Source: an optimization exercise on an open RTL-to-GDS flow (aim: small area, a short achievable clock period and few clock cycles per item). Production flows keep margins and buffers that such runs may drop. Function was not checked in any run shown here: the RTL went through the layout flow alone. Power figures rest on the tool's default switching activity, not on a simulated workload.

## flow/design.v

```verilog
`timescale 1ns / 1ps
module fa3 (input a, b, c, output s, co);
assign s  = a ^ b ^ c;
assign co = (a & b) | (a & c) | (b & c);
endmodule
module ha2 (input a, b, output s, co);
assign s  = a ^ b;
assign co = a & b;
endmodule
`timescale 1ns / 1ps
`timescale 1ns / 1ps
`timescale 1ns / 1ps
module systolic_array_controller (
	input clk,
	input rst_n,
	input [3:0] a11, a12, a21, a22,
	input [3:0] b11, b12, b21, b22,
	input in_valid,
	output logic [8:0] c11, c12, c21, c22,
	output logic out_valid
);
logic v_q;
always_ff @(posedge clk or negedge rst_n) begin
	if (~rst_n) {out_valid, v_q} <= 2'b00;
	else        {out_valid, v_q} <= {v_q, in_valid};
end
wire [17:0] c11_m; logic [17:0] c11_q;
assign c11_m[0] = ~(a11[0] & b11[0]);
assign c11_m[1] = ~(a12[0] & b21[0]);
assign c11_m[2] = ~(a12[1] & b21[0]);
wire c11_k0, c11_s1, c11_k1, c11_s2, c11_k2, c11_s4, c11_k4, c11_s5, c11_k5, c11_s8, c11_k8, c11_k9, c11_k11;
fa3 c11_u0 (.a(~(a11[0] & b11[1])), .b(~(a11[1] & b11[0])), .c(~(a12[0] & b21[1])), .s(c11_m[3]), .co(c11_k0));
fa3 c11_u1 (.a(~(a11[0] & b11[2])), .b(~(a11[1] & b11[1])), .c(~(a11[2] & b11[0])), .s(c11_s1), .co(c11_k1));
fa3 c11_u2 (.a(~(a12[0] & b21[2])), .b(~(a12[1] & b21[1])), .c(~(a12[2] & b21[0])), .s(c11_s2), .co(c11_k2));
fa3 c11_u3 (.a(c11_k0), .b(c11_s1), .c(c11_s2), .s(c11_m[4]), .co(c11_m[5]));
fa3 c11_u4 (.a(~(a11[0] & b11[3])), .b(~(a11[1] & b11[2])), .c(~(a11[2] & b11[1])), .s(c11_s4), .co(c11_k4));
fa3 c11_u5 (.a(~(a11[3] & b11[0])), .b(~(a12[0] & b21[3])), .c(~(a12[1] & b21[2])), .s(c11_s5), .co(c11_k5));
fa3 c11_u6 (.a(~(a12[2] & b21[1])), .b(~(a12[3] & b21[0])), .c(c11_k1), .s(c11_m[6]), .co(c11_m[9]));
fa3 c11_u7 (.a(c11_k2), .b(c11_s4), .c(c11_s5), .s(c11_m[7]), .co(c11_m[10]));
fa3 c11_u8 (.a(~(a11[1] & b11[3])), .b(~(a11[2] & b11[2])), .c(~(a11[3] & b11[1])), .s(c11_s8), .co(c11_k8));
fa3 c11_u9 (.a(~(a12[1] & b21[3])), .b(~(a12[2] & b21[2])), .c(~(a12[3] & b21[1])), .s(c11_m[8]), .co(c11_k9));
fa3 c11_u10 (.a(c11_k4), .b(c11_k5), .c(c11_s8), .s(c11_m[11]), .co(c11_m[13]));
fa3 c11_u11 (.a(~(a11[2] & b11[3])), .b(~(a11[3] & b11[2])), .c(~(a12[2] & b21[3])), .s(c11_m[12]), .co(c11_k11));
fa3 c11_u12 (.a(~(a12[3] & b21[2])), .b(c11_k8), .c(c11_k9), .s(c11_m[14]), .co(c11_m[15]));
fa3 c11_u13 (.a(~(a11[3] & b11[3])), .b(~(a12[3] & b21[3])), .c(c11_k11), .s(c11_m[16]), .co(c11_m[17]));
wire c11_2s0, c11_2k0, c11_2s1, c11_2k1, c11_2s2, c11_2k2, c11_2s3, c11_2k3, c11_2s4, c11_2k4, c11_2s5, c11_2k5;
fa3 c11_2u0 (.a(c11_q[5]), .b(c11_q[6]), .c(c11_q[7]), .s(c11_2s0), .co(c11_2k0));
fa3 c11_2u1 (.a(c11_q[8]), .b(c11_q[9]), .c(c11_q[10]), .s(c11_2s1), .co(c11_2k1));
fa3 c11_2u2 (.a(c11_q[11]), .b(c11_2k0), .c(c11_2s1), .s(c11_2s2), .co(c11_2k2));
fa3 c11_2u3 (.a(c11_q[12]), .b(c11_q[13]), .c(c11_q[14]), .s(c11_2s3), .co(c11_2k3));
fa3 c11_2u4 (.a(c11_2k1), .b(c11_2s3), .c(c11_2k2), .s(c11_2s4), .co(c11_2k4));
fa3 c11_2u5 (.a(c11_q[15]), .b(c11_q[16]), .c(c11_2k3), .s(c11_2s5), .co(c11_2k5));
wire [8:0] c11_d;
wire c11_ak0, c11_ap0, c11_ak1, c11_ap1, c11_ak6, c11_ap6, c11_ak7, c11_ap7, c11_aK0_1, c11_aP0_1, c11_aK0_3, c11_aP0_3, c11_aK0_5, c11_aP0_5, c11_aK0_7, c11_aP0_7, c11_aK0_9, c11_aP0_9, c11_aK1_2, c11_aP1_2, c11_aK1_3, c11_aP1_3, c11_aK1_6, c11_aP1_6, c11_aK1_7, c11_aP1_7, c11_aK2_4, c11_aP2_4, c11_aK2_5, c11_aP2_5, c11_aK2_6, c11_aP2_6, c11_aK2_7, c11_aP2_7, c11_aK3_8, c11_aP3_8, c11_aK3_9, c11_aP3_9;
assign c11_ak0 = c11_q[0] & c11_q[1];
assign c11_ap0 = c11_q[0] ^ c11_q[1];
assign c11_ak1 = c11_q[2] & c11_q[3];
assign c11_ap1 = c11_q[2] ^ c11_q[3];
assign c11_ak6 = c11_2s5 & c11_2k4;
assign c11_ap6 = c11_2s5 ^ c11_2k4;
assign c11_ak7 = c11_q[17] & c11_2k5;
assign c11_ap7 = c11_q[17] ^ c11_2k5;
assign c11_aK0_1 = c11_ak0 | (c11_ap0 & 1'b1);
assign c11_aP0_1 = c11_ap0 & 1'b0;
assign c11_aK0_3 = c11_q[4] | (~c11_q[4] & c11_ak1);
assign c11_aP0_3 = ~c11_q[4] & c11_ap1;
assign c11_aK0_5 = c11_2s2 | (~c11_2s2 & c11_2s0);
assign c11_aP0_5 = ~c11_2s2 & ~c11_2s0;
assign c11_aK0_7 = c11_ak6 | (c11_ap6 & c11_2s4);
assign c11_aP0_7 = c11_ap6 & ~c11_2s4;
assign c11_aK0_9 = 1'b1 | (1'b0 & c11_ak7);
assign c11_aP0_9 = 1'b0 & c11_ap7;
assign c11_aK1_2 = c11_ak1 | (c11_ap1 & c11_aK0_1);
assign c11_aP1_2 = c11_ap1 & c11_aP0_1;
assign c11_aK1_3 = c11_aK0_3 | (c11_aP0_3 & c11_aK0_1);
assign c11_aP1_3 = c11_aP0_3 & c11_aP0_1;
assign c11_aK1_6 = c11_2s4 | (~c11_2s4 & c11_aK0_5);
assign c11_aP1_6 = ~c11_2s4 & c11_aP0_5;
assign c11_aK1_7 = c11_aK0_7 | (c11_aP0_7 & c11_aK0_5);
assign c11_aP1_7 = c11_aP0_7 & c11_aP0_5;
assign c11_aK2_4 = c11_2s0 | (~c11_2s0 & c11_aK1_3);
assign c11_aP2_4 = ~c11_2s0 & c11_aP1_3;
assign c11_aK2_5 = c11_aK0_5 | (c11_aP0_5 & c11_aK1_3);
assign c11_aP2_5 = c11_aP0_5 & c11_aP1_3;
assign c11_aK2_6 = c11_aK1_6 | (c11_aP1_6 & c11_aK1_3);
assign c11_aP2_6 = c11_aP1_6 & c11_aP1_3;
assign c11_aK2_7 = c11_aK1_7 | (c11_aP1_7 & c11_aK1_3);
assign c11_aP2_7 = c11_aP1_7 & c11_aP1_3;
assign c11_aK3_8 = c11_ak7 | (c11_ap7 & c11_aK2_7);
assign c11_aP3_8 = c11_ap7 & c11_aP2_7;
assign c11_aK3_9 = c11_aK0_9 | (c11_aP0_9 & c11_aK2_7);
assign c11_aP3_9 = c11_aP0_9 & c11_aP2_7;
assign c11_d[0] = ~(c11_ap0 ^ 1'b1);
assign c11_d[1] = ~(c11_ap1 ^ c11_aK0_1);
assign c11_d[2] = ~(~c11_q[4] ^ c11_aK1_2);
assign c11_d[3] = ~(~c11_2s0 ^ c11_aK1_3);
assign c11_d[4] = ~(~c11_2s2 ^ c11_aK2_4);
assign c11_d[5] = ~(~c11_2s4 ^ c11_aK2_5);
assign c11_d[6] = ~(c11_ap6 ^ c11_aK2_6);
assign c11_d[7] = ~(c11_ap7 ^ c11_aK2_7);
assign c11_d[8] = ~(1'b0 ^ c11_aK3_8);
wire [17:0] c12_m; logic [17:0] c12_q;
assign c12_m[0] = ~(a11[0] & b12[0]);
assign c12_m[1] = ~(a12[0] & b22[0]);
assign c12_m[2] = ~(a12[1] & b22[0]);
wire c12_k0, c12_s1, c12_k1, c12_s2, c12_k2, c12_s4, c12_k4, c12_s5, c12_k5, c12_s8, c12_k8, c12_k9, c12_k11;
fa3 c12_u0 (.a(~(a11[0] & b12[1])), .b(~(a11[1] & b12[0])), .c(~(a12[0] & b22[1])), .s(c12_m[3]), .co(c12_k0));
fa3 c12_u1 (.a(~(a11[0] & b12[2])), .b(~(a11[1] & b12[1])), .c(~(a11[2] & b12[0])), .s(c12_s1), .co(c12_k1));
fa3 c12_u2 (.a(~(a12[0] & b22[2])), .b(~(a12[1] & b22[1])), .c(~(a12[2] & b22[0])), .s(c12_s2), .co(c12_k2));
fa3 c12_u3 (.a(c12_k0), .b(c12_s1), .c(c12_s2), .s(c12_m[4]), .co(c12_m[5]));
fa3 c12_u4 (.a(~(a11[0] & b12[3])), .b(~(a11[1] & b12[2])), .c(~(a11[2] & b12[1])), .s(c12_s4), .co(c12_k4));
fa3 c12_u5 (.a(~(a11[3] & b12[0])), .b(~(a12[0] & b22[3])), .c(~(a12[1] & b22[2])), .s(c12_s5), .co(c12_k5));
fa3 c12_u6 (.a(~(a12[2] & b22[1])), .b(~(a12[3] & b22[0])), .c(c12_k1), .s(c12_m[6]), .co(c12_m[9]));
fa3 c12_u7 (.a(c12_k2), .b(c12_s4), .c(c12_s5), .s(c12_m[7]), .co(c12_m[10]));
fa3 c12_u8 (.a(~(a11[1] & b12[3])), .b(~(a11[2] & b12[2])), .c(~(a11[3] & b12[1])), .s(c12_s8), .co(c12_k8));
fa3 c12_u9 (.a(~(a12[1] & b22[3])), .b(~(a12[2] & b22[2])), .c(~(a12[3] & b22[1])), .s(c12_m[8]), .co(c12_k9));
fa3 c12_u10 (.a(c12_k4), .b(c12_k5), .c(c12_s8), .s(c12_m[11]), .co(c12_m[13]));
fa3 c12_u11 (.a(~(a11[2] & b12[3])), .b(~(a11[3] & b12[2])), .c(~(a12[2] & b22[3])), .s(c12_m[12]), .co(c12_k11));
fa3 c12_u12 (.a(~(a12[3] & b22[2])), .b(c12_k8), .c(c12_k9), .s(c12_m[14]), .co(c12_m[15]));
fa3 c12_u13 (.a(~(a11[3] & b12[3])), .b(~(a12[3] & b22[3])), .c(c12_k11), .s(c12_m[16]), .co(c12_m[17]));
wire c12_2s0, c12_2k0, c12_2s1, c12_2k1, c12_2s2, c12_2k2, c12_2s3, c12_2k3, c12_2s4, c12_2k4, c12_2s5, c12_2k5;
fa3 c12_2u0 (.a(c12_q[5]), .b(c12_q[6]), .c(c12_q[7]), .s(c12_2s0), .co(c12_2k0));
fa3 c12_2u1 (.a(c12_q[8]), .b(c12_q[9]), .c(c12_q[10]), .s(c12_2s1), .co(c12_2k1));
fa3 c12_2u2 (.a(c12_q[11]), .b(c12_2k0), .c(c12_2s1), .s(c12_2s2), .co(c12_2k2));
fa3 c12_2u3 (.a(c12_q[12]), .b(c12_q[13]), .c(c12_q[14]), .s(c12_2s3), .co(c12_2k3));
fa3 c12_2u4 (.a(c12_2k1), .b(c12_2s3), .c(c12_2k2), .s(c12_2s4), .co(c12_2k4));
fa3 c12_2u5 (.a(c12_q[15]), .b(c12_q[16]), .c(c12_2k3), .s(c12_2s5), .co(c12_2k5));
wire [8:0] c12_d;
wire c12_ak0, c12_ap0, c12_ak1, c12_ap1, c12_ak6, c12_ap6, c12_ak7, c12_ap7, c12_aK0_1, c12_aP0_1, c12_aK0_3, c12_aP0_3, c12_aK0_5, c12_aP0_5, c12_aK0_7, c12_aP0_7, c12_aK0_9, c12_aP0_9, c12_aK1_2, c12_aP1_2, c12_aK1_3, c12_aP1_3, c12_aK1_6, c12_aP1_6, c12_aK1_7, c12_aP1_7, c12_aK2_4, c12_aP2_4, c12_aK2_5, c12_aP2_5, c12_aK2_6, c12_aP2_6, c12_aK2_7, c12_aP2_7, c12_aK3_8, c12_aP3_8, c12_aK3_9, c12_aP3_9;
assign c12_ak0 = c12_q[0] & c12_q[1];
assign c12_ap0 = c12_q[0] ^ c12_q[1];
assign c12_ak1 = c12_q[2] & c12_q[3];
assign c12_ap1 = c12_q[2] ^ c12_q[3];
assign c12_ak6 = c12_2s5 & c12_2k4;
assign c12_ap6 = c12_2s5 ^ c12_2k4;
assign c12_ak7 = c12_q[17] & c12_2k5;
assign c12_ap7 = c12_q[17] ^ c12_2k5;
assign c12_aK0_1 = c12_ak0 | (c12_ap0 & 1'b1);
assign c12_aP0_1 = c12_ap0 & 1'b0;
assign c12_aK0_3 = c12_q[4] | (~c12_q[4] & c12_ak1);
assign c12_aP0_3 = ~c12_q[4] & c12_ap1;
assign c12_aK0_5 = c12_2s2 | (~c12_2s2 & c12_2s0);
assign c12_aP0_5 = ~c12_2s2 & ~c12_2s0;
assign c12_aK0_7 = c12_ak6 | (c12_ap6 & c12_2s4);
assign c12_aP0_7 = c12_ap6 & ~c12_2s4;
assign c12_aK0_9 = 1'b1 | (1'b0 & c12_ak7);
assign c12_aP0_9 = 1'b0 & c12_ap7;
assign c12_aK1_2 = c12_ak1 | (c12_ap1 & c12_aK0_1);
assign c12_aP1_2 = c12_ap1 & c12_aP0_1;
assign c12_aK1_3 = c12_aK0_3 | (c12_aP0_3 & c12_aK0_1);
assign c12_aP1_3 = c12_aP0_3 & c12_aP0_1;
assign c12_aK1_6 = c12_2s4 | (~c12_2s4 & c12_aK0_5);
assign c12_aP1_6 = ~c12_2s4 & c12_aP0_5;
assign c12_aK1_7 = c12_aK0_7 | (c12_aP0_7 & c12_aK0_5);
assign c12_aP1_7 = c12_aP0_7 & c12_aP0_5;
assign c12_aK2_4 = c12_2s0 | (~c12_2s0 & c12_aK1_3);
assign c12_aP2_4 = ~c12_2s0 & c12_aP1_3;
assign c12_aK2_5 = c12_aK0_5 | (c12_aP0_5 & c12_aK1_3);
assign c12_aP2_5 = c12_aP0_5 & c12_aP1_3;
assign c12_aK2_6 = c12_aK1_6 | (c12_aP1_6 & c12_aK1_3);
assign c12_aP2_6 = c12_aP1_6 & c12_aP1_3;
assign c12_aK2_7 = c12_aK1_7 | (c12_aP1_7 & c12_aK1_3);
assign c12_aP2_7 = c12_aP1_7 & c12_aP1_3;
assign c12_aK3_8 = c12_ak7 | (c12_ap7 & c12_aK2_7);
assign c12_aP3_8 = c12_ap7 & c12_aP2_7;
assign c12_aK3_9 = c12_aK0_9 | (c12_aP0_9 & c12_aK2_7);
assign c12_aP3_9 = c12_aP0_9 & c12_aP2_7;
assign c12_d[0] = ~(c12_ap0 ^ 1'b1);
assign c12_d[1] = ~(c12_ap1 ^ c12_aK0_1);
assign c12_d[2] = ~(~c12_q[4] ^ c12_aK1_2);
assign c12_d[3] = ~(~c12_2s0 ^ c12_aK1_3);
assign c12_d[4] = ~(~c12_2s2 ^ c12_aK2_4);
assign c12_d[5] = ~(~c12_2s4 ^ c12_aK2_5);
assign c12_d[6] = ~(c12_ap6 ^ c12_aK2_6);
assign c12_d[7] = ~(c12_ap7 ^ c12_aK2_7);
assign c12_d[8] = ~(1'b0 ^ c12_aK3_8);
wire [17:0] c21_m; logic [17:0] c21_q;
assign c21_m[0] = ~(a21[0] & b11[0]);
assign c21_m[1] = ~(a22[0] & b21[0]);
assign c21_m[2] = ~(a22[1] & b21[0]);
wire c21_k0, c21_s1, c21_k1, c21_s2, c21_k2, c21_s4, c21_k4, c21_s5, c21_k5, c21_s8, c21_k8, c21_k9, c21_k11;
fa3 c21_u0 (.a(~(a21[0] & b11[1])), .b(~(a21[1] & b11[0])), .c(~(a22[0] & b21[1])), .s(c21_m[3]), .co(c21_k0));
fa3 c21_u1 (.a(~(a21[0] & b11[2])), .b(~(a21[1] & b11[1])), .c(~(a21[2] & b11[0])), .s(c21_s1), .co(c21_k1));
fa3 c21_u2 (.a(~(a22[0] & b21[2])), .b(~(a22[1] & b21[1])), .c(~(a22[2] & b21[0])), .s(c21_s2), .co(c21_k2));
fa3 c21_u3 (.a(c21_k0), .b(c21_s1), .c(c21_s2), .s(c21_m[4]), .co(c21_m[5]));
fa3 c21_u4 (.a(~(a21[0] & b11[3])), .b(~(a21[1] & b11[2])), .c(~(a21[2] & b11[1])), .s(c21_s4), .co(c21_k4));
fa3 c21_u5 (.a(~(a21[3] & b11[0])), .b(~(a22[0] & b21[3])), .c(~(a22[1] & b21[2])), .s(c21_s5), .co(c21_k5));
fa3 c21_u6 (.a(~(a22[2] & b21[1])), .b(~(a22[3] & b21[0])), .c(c21_k1), .s(c21_m[6]), .co(c21_m[9]));
fa3 c21_u7 (.a(c21_k2), .b(c21_s4), .c(c21_s5), .s(c21_m[7]), .co(c21_m[10]));
fa3 c21_u8 (.a(~(a21[1] & b11[3])), .b(~(a21[2] & b11[2])), .c(~(a21[3] & b11[1])), .s(c21_s8), .co(c21_k8));
fa3 c21_u9 (.a(~(a22[1] & b21[3])), .b(~(a22[2] & b21[2])), .c(~(a22[3] & b21[1])), .s(c21_m[8]), .co(c21_k9));
fa3 c21_u10 (.a(c21_k4), .b(c21_k5), .c(c21_s8), .s(c21_m[11]), .co(c21_m[13]));
fa3 c21_u11 (.a(~(a21[2] & b11[3])), .b(~(a21[3] & b11[2])), .c(~(a22[2] & b21[3])), .s(c21_m[12]), .co(c21_k11));
fa3 c21_u12 (.a(~(a22[3] & b21[2])), .b(c21_k8), .c(c21_k9), .s(c21_m[14]), .co(c21_m[15]));
fa3 c21_u13 (.a(~(a21[3] & b11[3])), .b(~(a22[3] & b21[3])), .c(c21_k11), .s(c21_m[16]), .co(c21_m[17]));
wire c21_2s0, c21_2k0, c21_2s1, c21_2k1, c21_2s2, c21_2k2, c21_2s3, c21_2k3, c21_2s4, c21_2k4, c21_2s5, c21_2k5;
fa3 c21_2u0 (.a(c21_q[5]), .b(c21_q[6]), .c(c21_q[7]), .s(c21_2s0), .co(c21_2k0));
fa3 c21_2u1 (.a(c21_q[8]), .b(c21_q[9]), .c(c21_q[10]), .s(c21_2s1), .co(c21_2k1));
fa3 c21_2u2 (.a(c21_q[11]), .b(c21_2k0), .c(c21_2s1), .s(c21_2s2), .co(c21_2k2));
fa3 c21_2u3 (.a(c21_q[12]), .b(c21_q[13]), .c(c21_q[14]), .s(c21_2s3), .co(c21_2k3));
fa3 c21_2u4 (.a(c21_2k1), .b(c21_2s3), .c(c21_2k2), .s(c21_2s4), .co(c21_2k4));
fa3 c21_2u5 (.a(c21_q[15]), .b(c21_q[16]), .c(c21_2k3), .s(c21_2s5), .co(c21_2k5));
wire [8:0] c21_d;
wire c21_ak0, c21_ap0, c21_ak1, c21_ap1, c21_ak6, c21_ap6, c21_ak7, c21_ap7, c21_aK0_1, c21_aP0_1, c21_aK0_3, c21_aP0_3, c21_aK0_5, c21_aP0_5, c21_aK0_7, c21_aP0_7, c21_aK0_9, c21_aP0_9, c21_aK1_2, c21_aP1_2, c21_aK1_3, c21_aP1_3, c21_aK1_6, c21_aP1_6, c21_aK1_7, c21_aP1_7, c21_aK2_4, c21_aP2_4, c21_aK2_5, c21_aP2_5, c21_aK2_6, c21_aP2_6, c21_aK2_7, c21_aP2_7, c21_aK3_8, c21_aP3_8, c21_aK3_9, c21_aP3_9;
assign c21_ak0 = c21_q[0] & c21_q[1];
assign c21_ap0 = c21_q[0] ^ c21_q[1];
assign c21_ak1 = c21_q[2] & c21_q[3];
assign c21_ap1 = c21_q[2] ^ c21_q[3];
assign c21_ak6 = c21_2s5 & c21_2k4;
assign c21_ap6 = c21_2s5 ^ c21_2k4;
assign c21_ak7 = c21_q[17] & c21_2k5;
assign c21_ap7 = c21_q[17] ^ c21_2k5;
assign c21_aK0_1 = c21_ak0 | (c21_ap0 & 1'b1);
assign c21_aP0_1 = c21_ap0 & 1'b0;
assign c21_aK0_3 = c21_q[4] | (~c21_q[4] & c21_ak1);
assign c21_aP0_3 = ~c21_q[4] & c21_ap1;
assign c21_aK0_5 = c21_2s2 | (~c21_2s2 & c21_2s0);
assign c21_aP0_5 = ~c21_2s2 & ~c21_2s0;
assign c21_aK0_7 = c21_ak6 | (c21_ap6 & c21_2s4);
assign c21_aP0_7 = c21_ap6 & ~c21_2s4;
assign c21_aK0_9 = 1'b1 | (1'b0 & c21_ak7);
assign c21_aP0_9 = 1'b0 & c21_ap7;
assign c21_aK1_2 = c21_ak1 | (c21_ap1 & c21_aK0_1);
assign c21_aP1_2 = c21_ap1 & c21_aP0_1;
assign c21_aK1_3 = c21_aK0_3 | (c21_aP0_3 & c21_aK0_1);
assign c21_aP1_3 = c21_aP0_3 & c21_aP0_1;
assign c21_aK1_6 = c21_2s4 | (~c21_2s4 & c21_aK0_5);
assign c21_aP1_6 = ~c21_2s4 & c21_aP0_5;
assign c21_aK1_7 = c21_aK0_7 | (c21_aP0_7 & c21_aK0_5);
assign c21_aP1_7 = c21_aP0_7 & c21_aP0_5;
assign c21_aK2_4 = c21_2s0 | (~c21_2s0 & c21_aK1_3);
assign c21_aP2_4 = ~c21_2s0 & c21_aP1_3;
assign c21_aK2_5 = c21_aK0_5 | (c21_aP0_5 & c21_aK1_3);
assign c21_aP2_5 = c21_aP0_5 & c21_aP1_3;
assign c21_aK2_6 = c21_aK1_6 | (c21_aP1_6 & c21_aK1_3);
assign c21_aP2_6 = c21_aP1_6 & c21_aP1_3;
assign c21_aK2_7 = c21_aK1_7 | (c21_aP1_7 & c21_aK1_3);
assign c21_aP2_7 = c21_aP1_7 & c21_aP1_3;
assign c21_aK3_8 = c21_ak7 | (c21_ap7 & c21_aK2_7);
assign c21_aP3_8 = c21_ap7 & c21_aP2_7;
assign c21_aK3_9 = c21_aK0_9 | (c21_aP0_9 & c21_aK2_7);
assign c21_aP3_9 = c21_aP0_9 & c21_aP2_7;
assign c21_d[0] = ~(c21_ap0 ^ 1'b1);
assign c21_d[1] = ~(c21_ap1 ^ c21_aK0_1);
assign c21_d[2] = ~(~c21_q[4] ^ c21_aK1_2);
assign c21_d[3] = ~(~c21_2s0 ^ c21_aK1_3);
assign c21_d[4] = ~(~c21_2s2 ^ c21_aK2_4);
assign c21_d[5] = ~(~c21_2s4 ^ c21_aK2_5);
assign c21_d[6] = ~(c21_ap6 ^ c21_aK2_6);
assign c21_d[7] = ~(c21_ap7 ^ c21_aK2_7);
assign c21_d[8] = ~(1'b0 ^ c21_aK3_8);
wire [17:0] c22_m; logic [17:0] c22_q;
assign c22_m[0] = ~(a21[0] & b12[0]);
assign c22_m[1] = ~(a22[0] & b22[0]);
assign c22_m[2] = ~(a22[1] & b22[0]);
wire c22_k0, c22_s1, c22_k1, c22_s2, c22_k2, c22_s4, c22_k4, c22_s5, c22_k5, c22_s8, c22_k8, c22_k9, c22_k11;
fa3 c22_u0 (.a(~(a21[0] & b12[1])), .b(~(a21[1] & b12[0])), .c(~(a22[0] & b22[1])), .s(c22_m[3]), .co(c22_k0));
fa3 c22_u1 (.a(~(a21[0] & b12[2])), .b(~(a21[1] & b12[1])), .c(~(a21[2] & b12[0])), .s(c22_s1), .co(c22_k1));
fa3 c22_u2 (.a(~(a22[0] & b22[2])), .b(~(a22[1] & b22[1])), .c(~(a22[2] & b22[0])), .s(c22_s2), .co(c22_k2));
fa3 c22_u3 (.a(c22_k0), .b(c22_s1), .c(c22_s2), .s(c22_m[4]), .co(c22_m[5]));
fa3 c22_u4 (.a(~(a21[0] & b12[3])), .b(~(a21[1] & b12[2])), .c(~(a21[2] & b12[1])), .s(c22_s4), .co(c22_k4));
fa3 c22_u5 (.a(~(a21[3] & b12[0])), .b(~(a22[0] & b22[3])), .c(~(a22[1] & b22[2])), .s(c22_s5), .co(c22_k5));
fa3 c22_u6 (.a(~(a22[2] & b22[1])), .b(~(a22[3] & b22[0])), .c(c22_k1), .s(c22_m[6]), .co(c22_m[9]));
fa3 c22_u7 (.a(c22_k2), .b(c22_s4), .c(c22_s5), .s(c22_m[7]), .co(c22_m[10]));
fa3 c22_u8 (.a(~(a21[1] & b12[3])), .b(~(a21[2] & b12[2])), .c(~(a21[3] & b12[1])), .s(c22_s8), .co(c22_k8));
fa3 c22_u9 (.a(~(a22[1] & b22[3])), .b(~(a22[2] & b22[2])), .c(~(a22[3] & b22[1])), .s(c22_m[8]), .co(c22_k9));
fa3 c22_u10 (.a(c22_k4), .b(c22_k5), .c(c22_s8), .s(c22_m[11]), .co(c22_m[13]));
fa3 c22_u11 (.a(~(a21[2] & b12[3])), .b(~(a21[3] & b12[2])), .c(~(a22[2] & b22[3])), .s(c22_m[12]), .co(c22_k11));
fa3 c22_u12 (.a(~(a22[3] & b22[2])), .b(c22_k8), .c(c22_k9), .s(c22_m[14]), .co(c22_m[15]));
fa3 c22_u13 (.a(~(a21[3] & b12[3])), .b(~(a22[3] & b22[3])), .c(c22_k11), .s(c22_m[16]), .co(c22_m[17]));
wire c22_2s0, c22_2k0, c22_2s1, c22_2k1, c22_2s2, c22_2k2, c22_2s3, c22_2k3, c22_2s4, c22_2k4, c22_2s5, c22_2k5;
fa3 c22_2u0 (.a(c22_q[5]), .b(c22_q[6]), .c(c22_q[7]), .s(c22_2s0), .co(c22_2k0));
fa3 c22_2u1 (.a(c22_q[8]), .b(c22_q[9]), .c(c22_q[10]), .s(c22_2s1), .co(c22_2k1));
fa3 c22_2u2 (.a(c22_q[11]), .b(c22_2k0), .c(c22_2s1), .s(c22_2s2), .co(c22_2k2));
fa3 c22_2u3 (.a(c22_q[12]), .b(c22_q[13]), .c(c22_q[14]), .s(c22_2s3), .co(c22_2k3));
fa3 c22_2u4 (.a(c22_2k1), .b(c22_2s3), .c(c22_2k2), .s(c22_2s4), .co(c22_2k4));
fa3 c22_2u5 (.a(c22_q[15]), .b(c22_q[16]), .c(c22_2k3), .s(c22_2s5), .co(c22_2k5));
wire [8:0] c22_d;
wire c22_ak0, c22_ap0, c22_ak1, c22_ap1, c22_ak6, c22_ap6, c22_ak7, c22_ap7, c22_aK0_1, c22_aP0_1, c22_aK0_3, c22_aP0_3, c22_aK0_5, c22_aP0_5, c22_aK0_7, c22_aP0_7, c22_aK0_9, c22_aP0_9, c22_aK1_2, c22_aP1_2, c22_aK1_3, c22_aP1_3, c22_aK1_6, c22_aP1_6, c22_aK1_7, c22_aP1_7, c22_aK2_4, c22_aP2_4, c22_aK2_5, c22_aP2_5, c22_aK2_6, c22_aP2_6, c22_aK2_7, c22_aP2_7, c22_aK3_8, c22_aP3_8, c22_aK3_9, c22_aP3_9;
assign c22_ak0 = c22_q[0] & c22_q[1];
assign c22_ap0 = c22_q[0] ^ c22_q[1];
assign c22_ak1 = c22_q[2] & c22_q[3];
assign c22_ap1 = c22_q[2] ^ c22_q[3];
assign c22_ak6 = c22_2s5 & c22_2k4;
assign c22_ap6 = c22_2s5 ^ c22_2k4;
assign c22_ak7 = c22_q[17] & c22_2k5;
assign c22_ap7 = c22_q[17] ^ c22_2k5;
assign c22_aK0_1 = c22_ak0 | (c22_ap0 & 1'b1);
assign c22_aP0_1 = c22_ap0 & 1'b0;
assign c22_aK0_3 = c22_q[4] | (~c22_q[4] & c22_ak1);
assign c22_aP0_3 = ~c22_q[4] & c22_ap1;
assign c22_aK0_5 = c22_2s2 | (~c22_2s2 & c22_2s0);
assign c22_aP0_5 = ~c22_2s2 & ~c22_2s0;
assign c22_aK0_7 = c22_ak6 | (c22_ap6 & c22_2s4);
assign c22_aP0_7 = c22_ap6 & ~c22_2s4;
assign c22_aK0_9 = 1'b1 | (1'b0 & c22_ak7);
assign c22_aP0_9 = 1'b0 & c22_ap7;
assign c22_aK1_2 = c22_ak1 | (c22_ap1 & c22_aK0_1);
assign c22_aP1_2 = c22_ap1 & c22_aP0_1;
assign c22_aK1_3 = c22_aK0_3 | (c22_aP0_3 & c22_aK0_1);
assign c22_aP1_3 = c22_aP0_3 & c22_aP0_1;
assign c22_aK1_6 = c22_2s4 | (~c22_2s4 & c22_aK0_5);
assign c22_aP1_6 = ~c22_2s4 & c22_aP0_5;
assign c22_aK1_7 = c22_aK0_7 | (c22_aP0_7 & c22_aK0_5);
assign c22_aP1_7 = c22_aP0_7 & c22_aP0_5;
assign c22_aK2_4 = c22_2s0 | (~c22_2s0 & c22_aK1_3);
assign c22_aP2_4 = ~c22_2s0 & c22_aP1_3;
assign c22_aK2_5 = c22_aK0_5 | (c22_aP0_5 & c22_aK1_3);
assign c22_aP2_5 = c22_aP0_5 & c22_aP1_3;
assign c22_aK2_6 = c22_aK1_6 | (c22_aP1_6 & c22_aK1_3);
assign c22_aP2_6 = c22_aP1_6 & c22_aP1_3;
assign c22_aK2_7 = c22_aK1_7 | (c22_aP1_7 & c22_aK1_3);
assign c22_aP2_7 = c22_aP1_7 & c22_aP1_3;
assign c22_aK3_8 = c22_ak7 | (c22_ap7 & c22_aK2_7);
assign c22_aP3_8 = c22_ap7 & c22_aP2_7;
assign c22_aK3_9 = c22_aK0_9 | (c22_aP0_9 & c22_aK2_7);
assign c22_aP3_9 = c22_aP0_9 & c22_aP2_7;
assign c22_d[0] = ~(c22_ap0 ^ 1'b1);
assign c22_d[1] = ~(c22_ap1 ^ c22_aK0_1);
assign c22_d[2] = ~(~c22_q[4] ^ c22_aK1_2);
assign c22_d[3] = ~(~c22_2s0 ^ c22_aK1_3);
assign c22_d[4] = ~(~c22_2s2 ^ c22_aK2_4);
assign c22_d[5] = ~(~c22_2s4 ^ c22_aK2_5);
assign c22_d[6] = ~(c22_ap6 ^ c22_aK2_6);
assign c22_d[7] = ~(c22_ap7 ^ c22_aK2_7);
assign c22_d[8] = ~(1'b0 ^ c22_aK3_8);
always_ff @(posedge clk) begin
	c11_q <= c11_m;
	c11 <= c11_d;
	c12_q <= c12_m;
	c12 <= c12_d;
	c21_q <= c21_m;
	c21 <= c21_d;
	c22_q <= c22_m;
	c22 <= c22_d;
end
endmodule
```

## flow/config.mk

```make
export PLATFORM = sky130hd
export DESIGN_NAME = systolic_array_controller
export DESIGN_NICKNAME = systolic_array_controller
export VERILOG_FILES = /design/flow/design.v
export SDC_FILE = /design/flow/constraint.sdc
export NUM_CORES = 4
export LEC_CHECK = 0
export CAP_MARGIN = 20
export CORE_MARGIN = 2
export CORE_UTILIZATION = 40
export SLEW_MARGIN = 20
export SYNTH_HIERARCHICAL = 1
export SYNTH_MINIMUM_KEEP_SIZE = 0
```

## flow/constraint.sdc

```tcl
create_clock -name core_clock -period 5.0 [get_ports {clk}]
set_input_delay 1.0000 -clock core_clock [delete_from_list [all_inputs] [get_ports {clk}]]
set_output_delay 1.0000 -clock core_clock [all_outputs]
set_load 0.01 [all_outputs]
```

## flow/standard.sh

```bash
#!/bin/bash
# synth_recipe.tcl (not shown) runs the flow's synth.tcl, then flattens the netlist and writes it again
# the make line also repeats each setting of config.mk as NAME=value (left out here)
make -C /OpenROAD-flow-scripts/flow DESIGN_CONFIG=/design/flow/config.mk WORK_HOME=/design/flow/orfs CLKGATE_MAP_FILE= SYNTH_SCRIPT=/design/flow/synth_recipe.tcl "${@:-finish}"
```

## flow/flow/run.sh

```bash
#!/bin/bash
# Own layout flow: the standard layout (standard.sh), with the port buffers
# made from sky130_fd_sc_hd__buf_1 instead of the resizer's default choice.
# make's full output (yosys, openroad, ...) goes to make_finish.log here; ORFS
# keeps each step's own log under orfs/logs/.
set -euo pipefail
export BUFFER_PORTS_ARGS="-buffer_cell sky130_fd_sc_hd__buf_1"
bash standard.sh finish > make_finish.log 2>&1
```

==> reports/qor.txt, run 1 <==
status = timing/DRC/antenna clean
Final Skew = 0.00558 ns
RSZ-0062 raised after global routing = false
CTS Root Cell = clkbuf_16
clock latency on the worst-skew pair = 0.35 ns
Routability Congestion = 0.767
Post-Synthesis Cells = 446
htree depth = 3
WP data required = 5.23 ns
Post-Syn Area = 0.00524 mm2
Tcrit/Tclk final = 53.2%
Area Growth Syn to Fin = 12.5%
largest area contributor in the netlist = dfxtp_1
Top Ports = 72
Tmin final = 2.66 ns
setup repair bufs after CTS = 0
Leakage = 0.00237 uW
syn nets = 585
Max Slew Vio Count = 0
Worst Setup Start Kind = register
vias per inst = 4.60
total global routing overflow = 0
CP Max Fanout = 2
ranking of synthesized cells by area = dfxtp_1 41%, fa_1 34%, nand2_1 9.2%, ha_1 3.8%, clkbuf_1 2.3%
synthesis-stage register bit count = 110
clock tree buffer depth = 2
non-filler cells, final = 673
CTS Hold Buffers Added = 0
Starting Density = 41.2%
DP Worst Slack = 2.33 ns
Core Region = 0.0127 mm2
WP data arrival = 2.89 ns
Routed Antenna Nets = 0
Rows = 41
vias = 3098
Routed WL = 9450 um
post-layout util = 46.4%
drt drc = 0
die area = 0.0140 mm2
clock transition at the registers of the reported paths = 0.07 ns
worst vdd ir = 0.169 mV
# diodes = 0
Slew Limit Headroom = 66.5%
cts bufs inserted = 9
First DRT Iteration DRCs = 135
Avg Cell Area, Syn = 11.8 um2
worst slew pin tran = 0.502 ns
CP endpoint kind = register
Synth top area share = 41.2%
placed cells = 657
first drt pass iteration count = 4
port buffer count = 71
Final WS setup = 2.34 ns
final setup vio count = 0
Nets = 635
post-cts sizing count = 0
first-pass GRT wire length = 16500 um
HP Class = register to register
post-synthesis sequential area ratio = 42.2%
die span in x = 118 um
Reg2Reg Setup Slack = 2.34 ns
CTS tree = built
Fin Setup TNS = 0 ns
Yosys cell types = 17
max frequency = 0.376 GHz
Max-Cap Viols = 0
layout cells sized above 1 = 6.39%
DP Wirelength = 7590 um
All-Layer GR Usage = 15.3%
final hold viol count = 0
warnings from Yosys = 7
CTS Sinks = 110
vias in the first global route = 3432
initial antenna violation count = 0
drt wl/cell = 14.0 um
Die Height = 118 um
crit path kind = register to register
pin count of the biggest net entering global routing = 18
Pwr per Cell Area = 456 mW/mm2
==> placed cells by master, fill, tap and decap left out, drive strengths merged <==
master	n
nand2b	4
dfxtp	108
a21oi	4
inv	29
nand4b	4
xnor2	9
fa	88
nand3	4
and2	4
buf	71
xor2	7
ha	16
dfrtp	2
nand2	128
clkinvlp	2
clkinv	1
nor2	8
clkbuf	12
==> registers in the layout, summed over array words and instances (netlist names) <==
register	count
v_q	1
c11_q	18
c22_q	18
c21	9
c22	9
c11	9
out_valid	1
c21_q	18
c12	9
c12_q	18
==> layout make-up <==
type	instances	area, um2
repair buffers	71	267
multi-input cells	276	2810
inverters	28	105
clock inverters	4	28.8
clock buffers	12	267
flip-flops and latches	110	2210
fillers	1202	6820
well taps	172	215
==> routing by layer <==
| metal | wire length (um) | share of wire (%) | vias up | track usage [%] |
|---|---|---|---|---|
| met4 | 204 | 2.2 | 0 | 5.51 |
| met1 | 3760 | 40 | 1577 | 18.2 |
| met5 | 0 | 0 | - | 0 |
| met3 | 557 | 5.9 | 12 | 4.87 |
| li1 | - | - | 1419 | - |
| met2 | 4930 | 52 | 90 | 25.9 |
==> critical path, cell delays in order (launching register included) <==
cell,delay [ns]
dfxtp_1,0.31
fa_1,0.49
fa_1,0.39
fa_1,0.48
nand4b_2,0.24
a21oi_1,0.21
fa_1,0.42
==> modules after synthesis, one instance, submodules excluded <==
module / cells inside / times used / flip-flops and latches
fa3: 1 / 80 / 0
systolic_array_controller: 366 / 1 / 110
==> synth_stat cells <==
cell type,n
nand2_1,128
dfxtp_1,108
fa_1,88
clkbuf_1,32
inv_1,28
ha_1,16
xnor2_1,9
nor2_2,8
xor2_1,7
a21oi_1,4
nand3_1,4
nand4b_2,4
and2_1,3
nand2b_4,3
dfrtp_1,2
and2_2,1
nand2b_1,1
==> cells by family (layout without fill, tap and decap cells) <==
group	count (synthesis)	in the layout	synth area share, %
buffers and inverters	60	115	4.29
AOI/OAI and AO/OA	4	4	0.382
DFF	110	110	42.2
and+or+nand+nor	152	152	13.1
xor gates and xnor gates	16	16	2.67
adders and majority gates	104	104	37.4
==> report_power, final <==
part / internal, uW / leakage, uW / total, uW / switching (uW)
clock: 379 / 0.000141 / 687 / 307
combinational: 374 / 0.00130 / 820 / 446
sequential: 1100 / 0.000929 / 1180 / 82.1
==> per-stage QoR <==
stage	cell area, um2	power (uW)	hold WS, ns
final	5900	2690	0.364
after global routing	5900	2920	0.376
after CTS	5900	2750	0.366
after detailed placement	5610	2060	0.351
after global placement	5610	2030	0.344
after floorplan	5240	1820	0.331
==> worst paths after layout <==
check | to | startpoint | cells after the start
setup / recovery | c11[7]$_DFF_P_ | c11_q[8]$_DFF_P_ | 6
hold / removal | out_valid$_DFF_PN0_ | v_q$_DFF_PN0_ | 0
setup reg to reg | c11[7]$_DFF_P_ | c11_q[8]$_DFF_P_ | 6
hold reg to reg | out_valid$_DFF_PN0_ | v_q$_DFF_PN0_ | 0
max in group asynchronous | v_q$_DFF_PN0_ | rst_n | 1
min in group asynchronous | out_valid$_DFF_PN0_ | rst_n | 1
==> inputs of run 2 (changes only) <==
--- a/flow/config.mk
+++ b/flow/config.mk
@@ -8,5 +8,5 @@
 export CAP_MARGIN = 20
 export CORE_MARGIN = 2
-export CORE_UTILIZATION = 40
+export CORE_UTILIZATION = 80
 export SLEW_MARGIN = 20
 export SYNTH_HIERARCHICAL = 1
==> reports/qor.txt, run 2 <==
vias per inst = 5.81
cts bufs inserted = 9
CP Max Fanout = 2
All-Layer GR Usage = 33.9%
clock transition at the registers of the reported paths = 0.10 ns
Final WS setup = 2.21 ns
initial antenna violation count = 0
WHS = 0.367 ns
Pwr per Cell Area = 456 mW/mm2
Internal = 1700 uW
Switching Fraction = 34.3%
syn nets = 585
Die Height = 85.0 um
Yosys cell types = 17
# diodes = 0
final hold viol count = 0
RSZ-0062 raised after global routing = false
Avg Cell Area, Syn = 11.8 um2
status = timing/DRC/antenna clean
CTS Root Cell = clkbuf_8
drt wl/cell = 19.2 um
Routed WL = 11100 um
worst path cell trace = fa_1 > fa_1 > fa_1 > nand4b_2 > a21oi_1 > fa_1
ys async rst share = 1.82%
final setup vio count = 0
CP dominant cell by count = fa_1
CTS Sinks = 110
overall power = 2590 uW
Tcrit/Tclk final = 55.7%
Top FF cell, synth = dfxtp_1
commonest non-fill, non-tap cell in the layout = nand2_1
pin count of the biggest net entering global routing = 18
WP data required = 5.25 ns
CTS Hold Buffers Added = 0
commonest cells after routing, fill and taps aside = 128 x nand2_1, 108 x dfxtp_1, 88 x fa_1
WP data arrival = 3.04 ns
Leakage = 0.00232 uW
Routability Congestion = 0.885
Max Slew Vio Count = 0
warnings from Yosys = 7
worst reg2reg path startpoint = c22_q[8]$_DFF_P_
Nets = 635
post-synthesis sequential area ratio = 42.2%
die area = 0.00722 mm2
clock tree buffer depth = 2
Core Region = 0.00635 mm2
layout cells sized above 1 = 6.39%
Post-Synthesis Cells = 446
share of total power in the clock network = 19.3%
drt drc = 0
number of synthesized flops with an enable pin = 0
worst slew pin tran = 0.489 ns
fill count = 270
ranking of synthesized cells by area = dfxtp_1 41%, fa_1 34%, nand2_1 9.2%, ha_1 3.8%, clkbuf_1 2.3%
die span in x = 85.0 um
Routed Antenna Nets = 0
Slew Limit Headroom = 67.4%
CTS tree = built
total global routing overflow = 0
htree depth = 3
largest area contributor in the netlist = dfxtp_1
first drt pass iteration count = 5
clock latency on the worst-skew pair = 0.38 ns
post-layout util = 89.3%
synthesis-stage register bit count = 110
Reg2Reg Setup Slack = 2.21 ns
CP Launch Point = c22_q[8]$_DFF_P_
port buffer count = 71
Tmin final = 2.79 ns
Logic pwr share = 34.7%
Final Skew = 0.00924 ns
CP max-delay cell = fa_1
crit path kind = register to register
vias in the first global route = 3847
max frequency = 0.359 GHz
Worst Setup Start Kind = register
Post-synth top cells = 128 x nand2_1, 108 x dfxtp_1, 88 x fa_1, 32 x clkbuf_1, 28 x inv_1
most numerous cell in the Yosys netlist = nand2_1
vias = 3357
Post-Syn Area = 0.00524 mm2
Max stage delay on crit path = 0.49 ns
First DRT Iteration DRCs = 249
HP Start = v_q$_DFF_PN0_
DP Worst Slack = 2.31 ns
Top Ports = 72
HP Class = register to register
CP endpoint kind = register
first-pass GRT wire length = 17900 um
Max-Cap Viols = 0
Synth top area share = 41.2%
switching power = 888 uW
worst vdd ir = 0.435 mV
Reg power frac = 46.0%
setup repair bufs after CTS = 0
Starting Density = 82.6%
Rows = 29
Fin Setup TNS = 0 ns
Area Growth Syn to Fin = 8.16%
post-cts sizing count = 0
DP Wirelength = 7860 um
## run 2: cell count changes in the layout (fill, tap and decap cells not counted)
cell and delta:
clkinv_2 +1, clkinv_4 +1, clkbuf_8 +8, clkbuf_16 -9, inv_6 -1
## run 2: worst paths after layout
check,end,cells after the start
setup / recovery,c22[7]$_DFF_P_,6
hold / removal,out_valid$_DFF_PN0_,0
setup reg to reg,c22[7]$_DFF_P_,6
hold reg to reg,out_valid$_DFF_PN0_,0
max in group asynchronous,v_q$_DFF_PN0_,1
min in group asynchronous,out_valid$_DFF_PN0_,1
## run 2: metal layers
| metal | share of wire (%) | vias to the layer above | GRT usage, % |
|---|---|---|---|
| li1 | - | 1422 | - |
| met1 | 31 | 1677 | 35.4 |
| met2 | 56 | 196 | 61.9 |
| met3 | 6.8 | 62 | 5.06 |
| met4 | 6.0 | 0 | 23.7 |
| met5 | 0 | - | 0 |
## run 2: cells by family after synthesis
kind of cell / share of synthesized area [%]
and+or+nand+nor: 13.1
DFF: 42.2
adders and majority gates: 37.4
buffers and inverters: 4.29
xor gates and xnor gates: 2.67
AOI/OAI and AO/OA: 0.382
## run 2: per-module statistics from Yosys, one instance, submodules excluded
module / cells inside / times used / area [um2]
systolic_array_controller: 366 / 1 / 3640
fa3: 1 / 80 / 20.0
## run 2: layout make-up
| type | count | area [um2] | area share (%) |
|---|---|---|---|
| Clock buffer | 11 | 151 | 2.67 |
| Timing Repair Buffer | 71 | 267 | 4.70 |
| Tap cell | 77 | 96.3 | 1.70 |
| Inverter | 28 | 105 | 1.85 |
| Multi-Input combinational cell | 276 | 2810 | 49.5 |
| Clock inverter | 5 | 33.8 | 0.596 |
| Sequential cell | 110 | 2210 | 39.0 |
## run 2: through the flow
stage / instance area (um2) / instances
final: 5670 / 578
after global routing: 5670 / 578
after global placement: 5490 / 562
after CTS: 5670 / 578
after detailed placement: 5490 / 562
after floorplan: 5240 / 446
## run 2: worst max-delay path, delay by kind of cell (launching register included)
kind,cells,cell delay (ns)
adders and majority gates,4,1.83
DFF,1,0.33
AOI/OAI and AO/OA,1,0.25
and+or+nand+nor,1,0.25
## run 2: power groups by stage
| stage | Sequential (uW) | Clock (uW) | Combinational, uW |
|---|---|---|---|
| final | 1190 | 500 | 898 |
| after global routing | 1210 | 532 | 993 |
| after CTS | 1190 | 502 | 905 |
| after detailed placement | 1210 | 0 | 871 |
| after global placement | 1200 | 0 | 801 |
| after floorplan | 1260 | 0 | 563 |
==> inputs of run 3 (changes only) <==
--- a/flow/config.mk
+++ b/flow/config.mk
@@ -8,5 +8,6 @@
 export CAP_MARGIN = 20
 export CORE_MARGIN = 2
-export CORE_UTILIZATION = 80
+export CORE_UTILIZATION = 65
+export CTS_BUF_LIST = sky130_fd_sc_hd__clkbuf_8
 export SLEW_MARGIN = 20
 export SYNTH_HIERARCHICAL = 1
==> reports/qor.txt, run 3 <==
warnings from Yosys = 7
Slew Limit Headroom = 69.5%
CP endpoint kind = register
fill count = 563
clock transition at the registers of the reported paths = 0.10 ns
HP Class = register to register
clock latency on the worst-skew pair = 0.38 ns
vias per inst = 5.14
Nets = 635
Max-Cap Viols = 0
CTS Hold Buffers Added = 0
first drt pass iteration count = 5
All-Layer GR Usage = 23.4%
commonest non-fill, non-tap cell in the layout = nand2_1
First DRT Iteration DRCs = 147
syn nets = 585
Die Height = 93.8 um
Final WS setup = 2.32 ns
Tmin final = 2.68 ns
cts bufs inserted = 9
Post-Syn Area = 0.00524 mm2
CTS tree = built
status = timing/DRC/antenna clean
# diodes = 0
placed cells = 587
Post-Synthesis Cells = 446
die area = 0.00880 mm2
Yosys cell types = 17
initial antenna violation count = 0
Routability Congestion = 0.754
Post-synth top cells = 128 x nand2_1, 108 x dfxtp_1, 88 x fa_1, 32 x clkbuf_1, 28 x inv_1
drt wl/cell = 14.9 um
setup repair bufs after CTS = 0
vias in the first global route = 3263
commonest cells after routing, fill and taps aside = 128 x nand2_1, 108 x dfxtp_1, 88 x fa_1
Tcrit/Tclk final = 53.5%
Fin Setup TNS = 0 ns
largest area contributor in the netlist = dfxtp_1
Top Ports = 72
HP Start = v_q$_DFF_PN0_
Routed WL = 8970 um
pin count of the biggest net entering global routing = 19
max frequency = 0.374 GHz
total global routing overflow = 0
CTS Sinks = 110
Leakage = 0.00232 uW
Hold EP = out_valid$_DFF_PN0_
final setup vio count = 0
Final Skew = 0.00830 ns
Worst R2R Path Depth = 6
WP data required = 5.26 ns
DP Worst Slack = 2.32 ns
clock tree buffer depth = 2
ys async rst share = 1.82%
most numerous cell in the Yosys netlist = nand2_1
Pwr per Cell Area = 438 mW/mm2
crit path kind = register to register
worst reg2reg path startpoint = c12_q[8]$_DFF_P_
htree depth = 3
worst slew pin tran = 0.458 ns
Starting Density = 67.5%
synthesis-stage register bit count = 110
post-layout util = 73.3%
RSZ-0062 raised after global routing = false
DP Wirelength = 7050 um
post-cts sizing count = 0
hold path cells = 0
Critical R2R Capture = c12[7]$_DFF_P_
Worst Setup Start Kind = register
Area Growth Syn to Fin = 8.52%
die span in x = 93.8 um
Reg2Reg Setup Slack = 2.32 ns
worst vdd ir = 0.257 mV
port buffer count = 71
vias = 3099
CTS Root Cell = clkbuf_8
Rows = 32
final hold viol count = 0
first-pass GRT wire length = 15300 um
ranking of synthesized cells by area = dfxtp_1 41%, fa_1 34%, nand2_1 9.2%, ha_1 3.8%, clkbuf_1 2.3%
WP data arrival = 2.94 ns
Max Slew Vio Count = 0
Synth top area share = 41.2%
Routed Antenna Nets = 0
Core Region = 0.00777 mm2
number of synthesized flops with an enable pin = 0
drt drc = 0
non-filler cells, final = 603
layout cells sized above 1 = 6.39%
post-synthesis sequential area ratio = 42.2%
CP Max Fanout = 2
Avg Cell Area, Syn = 11.8 um2
Top FF cell, synth = dfxtp_1
-- run 3: critical path, stage by stage, from the launching register on --
cell and delay [ns]:
dfxtp_1 0.33, fa_1 0.50, fa_1 0.41, fa_1 0.47, nand4b_2 0.24, a21oi_1 0.19
fa_1 0.43
-- run 3: kinds of logic (layout without fill, tap and decap cells) --
family | after synthesis | in the layout | synth area share (%)
xor+xnor | 16 | 16 | 2.67
compound gates | 4 | 4 | 0.382
flops | 110 | 110 | 42.2
simple gates | 152 | 152 | 13.1
buf+inv | 60 | 115 | 4.29
fa+ha+maj | 104 | 104 | 37.4
-- run 3: worst max path at each step --
stage	startpoint	endpoint	slack, ns	cells past startpoint
floorplan	c11_q[8]$_DFF_P_	c11[7]$_DFF_P_	2.44	6
global placement	c22_q[8]$_DFF_P_	c22[7]$_DFF_P_	2.38	6
detailed placement	c12_q[8]$_DFF_P_	c12[7]$_DFF_P_	2.32	6
CTS	c12_q[8]$_DFF_P_	c12[7]$_DFF_P_	2.31	6
global route	c12_q[8]$_DFF_P_	c12[7]$_DFF_P_	2.22	6
finish	c12_q[8]$_DFF_P_	c12[7]$_DFF_P_	2.32	6
-- run 3: stage by stage --
stage | power, uW | area (um2) | hold WS [ns]
4_1_cts | 2530 | 5690 | 0.371
3_5_place_dp | 2050 | 5520 | 0.347
2_1_floorplan | 1820 | 5240 | 0.331
6_report | 2490 | 5690 | 0.365
5_1_grt | 2700 | 5690 | 0.374
3_3_place_gp | 2010 | 5520 | 0.341
-- run 3: where the power goes --
part	internal, uW	leakage (uW)	switching (uW)	total [uW]
clock network	183	0.0000898	302	485
logic	375	0.00130	450	825
registers	1100	0.000929	82.4	1180
-- run 3: routing by layer --
metal | global-route usage, % | vias up | wire (um)
met2 | 40.2 | 84 | 4770
met3 | 5.54 | 17 | 500
met1 | 29.3 | 1579 | 3470
li1 | - | 1419 | -
met4 | 7.73 | 0 | 218
met5 | 0 | - | 0
-- run 3: modules after synthesis (local to each module, per instance) --
module,cells inside,copies in the design,area [um2]
fa3,1,80,20.0
systolic_array_controller,366,1,3640
-- run 3: layout make-up --
type / count / area [um2] / share of cell area (%)
Multi-Input combinational cell: 276 / 2810 / 49.3
Sequential cell: 110 / 2210 / 38.9
Timing Repair Buffer: 71 / 267 / 4.68
Tap cell: 102 / 128 / 2.24
Clock buffer: 9 / 124 / 2.18
Inverter: 28 / 105 / 1.85
Clock inverter: 7 / 48.8 / 0.858

==> port drivers added, routing unchanged <==
Ports are ideal in the flow. The routed layouts listed here were re-timed in OpenROAD.
Step 1 sets driving cells, clkbuf_16 on the clock port and buf_2 on the other inputs (assumed; they add their load-dependent delay and slew).
Step 2 adds t to the input delays and takes it off the output delays; t is the mean of the earliest and latest rising clock arrival at the registers after step 1. Input paths then give back, and output paths get back, about the clock's delay inside the block.
a / b / c = ideal / step 1 / step 2; a / b = the first two.
run | t, ns | slack for setup (ns) | hold slack, ns | worst register clock-pin slew, ns | worst data-port slew with drivers (ns)
run 1 | 0.387 | 2.342 / 2.342 / 2.331 | 0.364 / 0.364 / 0.364 | 0.07 / 0.07 | 0.06
run 2 | 0.402 | 2.213 / 2.213 / 2.204 | 0.367 / 0.367 / 0.367 | 0.10 / 0.10 | 0.06
run 3 | 0.402 | 2.325 / 2.325 / 2.325 | 0.365 / 0.365 / 0.365 | 0.10 / 0.10 | 0.06
After both steps setup and hold are still met in every run listed. The setup slack of run 1, which loses most, moves by 0.000 ns with the drivers and by -0.011 ns with both steps.
